This is an optimization exercise on Yosys and OpenROAD, whose aim is small area and a short achievable clock period, not a production implementation. Only simulation tests tie the RTL to the original design; equivalence was not proved.

==> inputs of job 3733 <==
Design SystolicArray, start of the top module:
module SystolicArray (
    output [31:0] out0_0, output [31:0] out0_1, output [31:0] out0_2, output [31:0] out0_3,
    output [31:0] out1_0, output [31:0] out1_1, output [31:0] out1_2, output [31:0] out1_3,
    output [31:0] out2_0, output [31:0] out2_1, output [31:0] out2_2, output [31:0] out2_3,
    output [31:0] out3_0, output [31:0] out3_1, output [31:0] out3_2, output [31:0] out3_3,
    input  [31:0] W0_i, input [31:0] W1_i, input [31:0] W2_i, input [31:0] W3_i,
    input  [31:0] N0_i, input [31:0] N1_i, input [31:0] N2_i, input [31:0] N3_i,
    input clk, input reset
);
    wire [44:0] v [0:4][0:3];    
    wire [32:0] h [0:3][0:4];    
    wire [31:0] o [0:3][0:3];
    wire [31:0] N [0:3];
    wire [31:0] W [0:3];
    assign N[0] = N0_i; assign N[1] = N1_i; assign N[2] = N2_i; assign N[3] = N3_i;
    assign W[0] = W0_i; assign W[1] = W1_i; assign W[2] = W2_i; assign W[3] = W3_i;
    genvar i, j;
    generate
        for (j = 0; j < 4; j = j + 1) begin : edg
            wire [11:0] onen, twon;
            wire [10:0] neg;
            BoothEnc enc (.m(N[j][22:0]), .onen(onen), .twon(twon), .neg(neg));
            assign v[0][j] = {~|N[j], N[j][31:23], neg, twon, onen};
            assign h[j][0] = {~|W[j], W[j][31:23], ~W[j][22:0]};
        end
        for (i = 0; i < 4; i = i + 1) begin : row
            for (j = 0; j < 4; j = j + 1) begin : col
                P_Element pe (
                    .clk(clk), .reset(reset),
                    .top_i(v[i][j]), .left_i(h[i][j]),
                    .bottom_o(v[i+1][j]), .right_o(h[i][j+1]),
  ...
Settings: LEC_CHECK=0, CAP_MARGIN=20, CORE_MARGIN=2, CORE_UTILIZATION=40, CTS_CLUSTER_SIZE=20, SLEW_MARGIN=20, SYNTH_HIERARCHICAL=1; clock period 25.0 ns.
standard.sh (not shown) runs the stock make flow with config.mk's settings and CLKGATE_MAP_FILE= SYNTH_SCRIPT=/design/flow/synth_recipe.tcl, a recipe that flattens the netlist after the stock synthesis.
==> flow/flow/run.sh <==
#!/bin/bash
# Standard ORFS layout with two changes: the timing repair steps (after CTS and after global
# routing) are asked for extra setup margin, so that the achieved period is optimised and not
# just the 25 ns; and the port buffers are plain buffers (buf_2) instead of the delay cells that
# buffer_ports picks by default.
set -o pipefail
bash standard.sh SETUP_SLACK_MARGIN=18.6 "BUFFER_PORTS_ARGS=-buffer_cell sky130_fd_sc_hd__buf_2" finish 2>&1 | tee standard.log
==> job 1748: changes against job 3733 <==
==> flow/flow/run.sh (replaced) <==
#!/bin/bash
# Standard ORFS layout with three changes:
#  - the timing repair steps are asked for extra setup margin, so that the achieved period is
#    optimised and not just the 25 ns clock;
#  - the port buffers are plain buffers (buf_2) instead of the delay cells buffer_ports picks;
#  - after placement, each output's flip-flop and port buffer are moved next to the output pin
#    (then legalised), so the register-to-output paths are short.
set -o pipefail
ARGS=(SETUP_SLACK_MARGIN=18.4 "BUFFER_PORTS_ARGS=-buffer_cell sky130_fd_sc_hd__buf_2")
bash standard.sh "${ARGS[@]}" place 2>&1 | tee standard_place.log || exit 1
RESDIR=$PWD/orfs/results/sky130hd/SystolicArray/base openroad -no_init -exit flow/move_out.tcl 2>&1 | tee move_out.log || exit 1
bash standard.sh "${ARGS[@]}" finish 2>&1 | tee standard_finish.log
==> flow/flow/move_out.tcl (new file) <==
# Move each output port's buffer, and the flip-flop that drives it, next to the port's pin.
proc move_output_flops {} {
  set block [ord::get_db_block]
  set core [$block getCoreArea]
  set cx0 [$core xMin]; set cy0 [$core yMin]; set cx1 [$core xMax]; set cy1 [$core yMax]
  set moved 0
  foreach bterm [$block getBTerms] {
    if {[$bterm getIoType] ne "OUTPUT"} continue
    set net [$bterm getNet]
    if {$net eq "NULL"} continue
    set buf ""
    foreach it [$net getITerms] { if {[$it isOutputSignal]} { set buf [$it getInst] } }
    if {$buf eq ""} continue
    set src ""
    foreach it [$buf getITerms] {
      if {[$it isInputSignal]} {
        set n2 [$it getNet]
        if {$n2 ne "NULL"} { foreach it2 [$n2 getITerms] { if {[$it2 isOutputSignal]} { set src [$it2 getInst] } } }
      }
    }
    if {$src eq ""} continue
    if {![string match "*df*" [[$src getMaster] getName]]} continue
    set bb [$bterm getBBox]
    set px [expr {([$bb xMin] + [$bb xMax]) / 2}]
    set py [expr {([$bb yMin] + [$bb yMax]) / 2}]
    set px [expr {max($cx0, min($cx1 - 20000, $px))}]
    set py [expr {max($cy0, min($cy1 - 5440, $py))}]
    $buf setLocation $px $py
    $buf setPlacementStatus PLACED
    $src setLocation $px $py
    $src setPlacementStatus PLACED
    incr moved
  }
  puts "moved $moved output flip-flops"
}

# run on the placed design, between the place and cts steps of the standard flow
set R $::env(RESDIR)
read_db $R/3_place.odb
move_output_flops
detailed_placement
check_placement
write_db $R/3_place.odb
Settings changed: CTS_CLUSTER_SIZE 20 to default.
==> qor summary <==
                                                                     job 3733                         job 1748
Post-CTS Setup Inserts                                                   1053                              751
Met2 layer wire length in the routed design                            761 mm                           756 mm
Headroom to the max-slew limit                                         0.0874                            0.165
# resized after CTS                                                      2409                             1571
Number of cells on the worst reg-to-reg path                               31                               35
Data arrival time of the worst path                                   1.79 ns                          1.62 ns
Register fraction of the total cell area                                0.114                            0.116
Number of global-route vias before repair                              400937                           397632
Hold-critical path endpoint                   row[2].col[3].pe.lr[16]$_DFF_P_  row[1].col[0].pe.tr[32]$_DFF_P_
M3 GR Usage                                                            0.0728                           0.0743
Outcome                                                        finished clean                   finished clean
Sequential cell area                                                58100 µm²                        57700 µm²
Signal inverters                                                         3693                             3663
Detailed Route WL                                                     1740 mm                          1720 mm
Wire length of the first global-routing pass                          2510 mm                          2500 mm
Post-route cell area                                               509000 µm²                       497000 µm²
Critical path's largest stage delay                                   0.51 ns                          0.31 ns

==> afterwards: timing with drivers on the ports <==
Ports are ideal in the flow. The routed layouts listed here were re-timed in OpenROAD.
Step 1 assumes that a clkbuf_16 drives the clock port and a buf_2 every other input.
Step 2 moves the port delays by t, midway between the first and last clock arrival at a register: inputs arrive t later, outputs are due t later. That takes back most of the time a late clock gives input paths.
Slacks: no drivers / after step 1 / after step 2; pairs: no drivers / after step 1.
run	t (ns)	slack for setup (ns)	clock arrival spread, ns	worst slew at a driven data input, ns	cell pins on the clock port's net
job 3733	1.287	18.207 / 18.040 / 17.305	0.102 / 0.102	0.27	1
job 1748	1.291	18.385 / 18.207 / 17.234	0.122 / 0.122	0.28	1
After both steps setup and hold are still met in every run listed. For job 1748, which loses most, drivers alone change the setup slack by -0.178 ns; drivers and shift together by -1.151 ns.
